This is an optimization exercise on Yosys and OpenROAD, whose aim is small area, not a production implementation.
At most, simulation tests tie the RTL to the original design; equivalence was not proved.
Power figures rest on the tool's default switching activity, not on a simulated workload.

Setup of the reference run:
==> flow/design.v (excerpt) <==
module efpga_macc_pipe_regi
  # (
     parameter INPUT_WIDTH = 18,
     parameter OUTPUT_WIDTH = 40
     )
   (
    input             clk,
    input             resetn,
    input [17:0]      a,
    input [17:0]      b,
    output reg [39:0] y
    );
Size: ~78 I/O pins, roughly 11000 um2 of cells after synthesis.
export LEC_CHECK = 0
export CAP_MARGIN = 0
export CORE_MARGIN = 2
export CORE_UTILIZATION = 40
export GPL_TIMING_DRIVEN = 0
export SLEW_MARGIN = 0
export SYNTH_HIERARCHICAL = 1
export BUFFER_PORTS_ARGS = -buffer_cell sky130_fd_sc_hd__buf_1
export CTS_ARGS = -sink_clustering_enable -repair_clock_nets -dont_use_dummy_load -buf_list sky130_fd_sc_hd__clkbuf_8
create_clock -name core_clock -period 6.5 [get_ports {clk}]
standard.sh (not shown) runs the stock make flow with config.mk's settings and CLKGATE_MAP_FILE= SYNTH_SCRIPT=/design/flow/synth_recipe.tcl, a recipe that flattens the netlist after the stock synthesis.
==> flow/flow/run.sh <==
#!/bin/bash
# Layout flow: the standard flow (standard.sh) with its synthesis unchanged,
# and these changes to how the layout is made:
#  - after synthesis, combinational cells that synthesis sized up are swapped
#    for the smallest cell of the same function (flow/downsize.tcl); the
#    flow's own timing repair sizes up again what needs it;
#  - the buffers that global placement puts on every input and output port
#    are sky130_fd_sc_hd__buf_1;
#  - clock tree synthesis inserts no dummy loads (CTS_EXTRA below).
# Each tool's output goes to a log of its own in this folder; ORFS also keeps
# each step's log under orfs/logs.
set -euo pipefail
cd "$(dirname "$0")/.."
CTS_EXTRA="-buf_list sky130_fd_sc_hd__clkbuf_8"
cat >> config.mk <<EOF
export BUFFER_PORTS_ARGS = -buffer_cell sky130_fd_sc_hd__buf_1
export CTS_ARGS = -sink_clustering_enable -repair_clock_nets -dont_use_dummy_load $CTS_EXTRA
EOF
bash standard.sh synth > synth.log 2>&1
DOWNSIZE_ODB=orfs/results/$FLOW_PLATFORM/efpga_macc_pipe_regi/base/1_synth.odb \
LIB=$FLOW_HOME/platforms/$FLOW_PLATFORM/lib/sky130_fd_sc_hd__tt_025C_1v80.lib \
  openroad -no_init -exit flow/downsize.tcl > downsize.log 2>&1
bash standard.sh > layout.log 2>&1
==> flow/flow/downsize.tcl <==
# Swap every combinational cell that synthesis sized up for the smallest cell
# of the same function (same name up to the drive-strength suffix). Registers
# are left alone. Timing repair later in the flow sizes up what needs it.
set odb $::env(DOWNSIZE_ODB)
read_liberty $::env(LIB)
read_db $odb
set block [ord::get_db_block]
set n 0
foreach inst [$block getInsts] {
  set m [[$inst getMaster] getName]
  if {![regexp {^(sky130_fd_sc_hd__([a-z0-9]+))_([0-9]+)$} $m -> base fn drive]} { continue }
  if {[regexp {^(df|sdf|edf|dl|sdl|clk|buf|conb|tap|fill|decap|lpflow|diode|probe|mux4|inv)} $fn]} { continue }
  if {$drive <= 1} { continue }
  foreach cand [list ${base}_1 ${base}_0] {
    set cm [[ord::get_db] findMaster $cand]
    if {$cm ne "NULL"} {
      $inst swapMaster $cm
      incr n
      break
    }
  }
}
puts "downsize: swapped $n instances"
write_db $odb
#### Input delta (the trial run over the reference run)
diff --git a/flow/design.v b/flow/design.v
--- a/flow/design.v
+++ b/flow/design.v
@@ -855,30 +855,30 @@
    wire m_k327 = m_c323 | (m_p326 & m_k322);
    wire m_s328, m_c328;
    macc_ha m_ha328 (.a(m_s285), .b(m_c296), .s(m_s328), .co(m_c328));
    wire m_r329 = m_s296 ^ m_k327;
    wire m_r330 = m_s328 ^ (m_k327 & m_s296);
    wire m_p331 = m_s296 & m_s328;
    wire m_k332 = m_c328 | (m_p331 & m_k327);
    wire m_s333, m_c333;
    macc_ha m_ha333 (.a(m_c297), .b(m_s298), .s(m_s333), .co(m_c333));
-   wire m_s334, m_c334;
-   macc_fa m_fa334 (.a(m_s287), .b(m_c298), .c(m_c333), .s(m_s334), .co(m_c334));
-   wire m_r335 = m_s297 ^ m_k332;
-   wire m_r336 = m_s333 ^ (m_k332 & m_s297);
-   wire m_p337 = m_s297 & m_s333;
-   wire m_r338 = m_s334 ^ (m_k332 & m_p337);
-   wire m_p339 = m_p337 & m_s334;
-   wire m_k340 = m_c334 | (m_p339 & m_k332);
-   wire m_s341, m_c341;
-   macc_ha m_ha341 (.a(m_c287), .b(m_s288), .s(m_s341), .co(m_c341));
-   wire m_r342 = m_s341 ^ m_k340;
-   wire m_k343 = m_c341 | (m_s341 & m_k340);
+   wire m_r334 = m_s297 ^ m_k332;
+   wire m_r335 = m_s333 ^ (m_k332 & m_s297);
+   wire m_p336 = m_s297 & m_s333;
+   wire m_k337 = m_c333 | (m_p336 & m_k332);
+   wire m_s338, m_c338;
+   macc_ha m_ha338 (.a(m_s287), .b(m_c298), .s(m_s338), .co(m_c338));
+   wire m_s339, m_c339;
+   macc_fa m_fa339 (.a(m_c287), .b(m_s288), .c(m_c338), .s(m_s339), .co(m_c339));
+   wire m_r340 = m_s338 ^ m_k337;
+   wire m_r341 = m_s339 ^ (m_k337 & m_s338);
+   wire m_p342 = m_s338 & m_s339;
+   wire m_k343 = m_c339 | (m_p342 & m_k337);
    wire m_s344, m_c344;
    macc_ha m_ha344 (.a(m_c304), .b(m_s300), .s(m_s344), .co(m_c344));
    wire m_r345 = m_s299 ^ m_k343;
    wire m_r346 = m_s304 ^ (m_k343 & m_s299);
    wire m_p347 = m_s299 & m_s304;
    wire m_r348 = m_s344 ^ (m_k343 & m_p347);
    wire m_p349 = m_p347 & m_s344;
    wire m_k350 = m_c344 | (m_p349 & m_k343);
    wire m_s351, m_c351;
@@ -912,19 +912,19 @@
    wire m_p374 = m_s295 & m_s371;
    wire m_k375 = m_c371 | (m_p374 & m_k370);
    wire m_s376, m_c376;
    macc_ha m_ha376 (.a(m_q179), .b(m_c281), .s(m_s376), .co(m_c376));
    wire m_r377 = m_s281 ^ m_k375;
    wire m_r378 = m_s376 ^ (m_k375 & m_s281);
    wire m_p379 = m_s281 & m_s376;
    wire m_k380 = m_c376 | (m_p379 & m_k375);
    wire m_r381 = m_q180 ^ m_k380;
-   wire [35:0] p_in = {m_r381, m_r378, m_r377, m_r373, m_r372, m_r368, m_r367, m_r363, m_r362, m_r358, m_r357, m_r353, m_r352, m_r348, m_r346, m_r345, m_r342, m_r338, m_r336, m_r335, m_r330, m_r329, m_r325, m_r324, m_r320, m_r319, m_r315, m_r314, m_s312, m_s311, m_s310, m_s309, m_s308, m_s307, m_q2, m_q1};
+   wire [35:0] p_in = {m_r381, m_r378, m_r377, m_r373, m_r372, m_r368, m_r367, m_r363, m_r362, m_r358, m_r357, m_r353, m_r352, m_r348, m_r346, m_r345, m_r341, m_r340, m_r335, m_r334, m_r330, m_r329, m_r325, m_r324, m_r320, m_r319, m_r315, m_r314, m_s312, m_s311, m_s310, m_s309, m_s308, m_s307, m_q2, m_q1};
    wire y_s1, y_c1;
    macc_ha y_ha1 (.a(y[0]), .b(p_r[0]), .s(y_s1), .co(y_c1));
    wire y_s2, y_c2;
    macc_fa y_fa2 (.a(y[1]), .b(p_r[1]), .c(y_c1), .s(y_s2), .co(y_c2));
    wire y_s3, y_c3;
    macc_fa y_fa3 (.a(y[2]), .b(p_r[2]), .c(y_c2), .s(y_s3), .co(y_c3));
    wire y_s4, y_c4;
    macc_fa y_fa4 (.a(y[3]), .b(p_r[3]), .c(y_c3), .s(y_s4), .co(y_c4));
    wire y_s5, y_c5;
Notes after the runs:
- The final layouts of the trial run and the reference run pass the timing, design-rule and antenna checks.
- As far as number of flip-flops and latches goes, the reference run and the trial run are indistinguishable; the numbers are identical.
- The trial run does better than the reference run on internal power component.
- Area after synthesis: the reference run vs the trial run — no meaningful difference
- In the trial run, the number of logic stages on the critical path including buffering came out 1 below the value in the reference run.
- Diff the trial run and the reference run: via count lower in the reference run
No functional check of the RTL was part of the reference run.

static timing again, ports no longer ideal:
The results above use ideal ports. As a check the final layouts listed here were re-extracted and re-timed, cells and wires unchanged.
Step 1 (the two cells are an assumption about what drives the block):
set clk [get_ports {clk}]
set_driving_cell -lib_cell sky130_fd_sc_hd__clkbuf_16 $clk
set_driving_cell -lib_cell sky130_fd_sc_hd__buf_2 [delete_from_list [all_inputs] $clk]
Step 2 moves the port delays by t, midway between the first and last clock arrival at a register: inputs arrive t later, outputs are due t later. That takes back most of the time a late clock gives input paths.
Slacks: ideal / step 1 / step 2; pairs: ideal / step 1.
| run | t (ns) | setup WS [ns] | worst setup path at the end | clock arrival spread, ns | worst register clock-pin slew, ns |
|---|---|---|---|---|---|
| the reference run | 0.474 | 0.271 / 0.271 / 0.271 | register to register | 0.039 / 0.039 | 0.09 / 0.09 |
| the trial run | 0.490 | 0.264 / 0.264 / 0.264 | register to register | 0.040 / 0.040 | 0.09 / 0.09 |
After both steps every run listed still meets setup and hold.
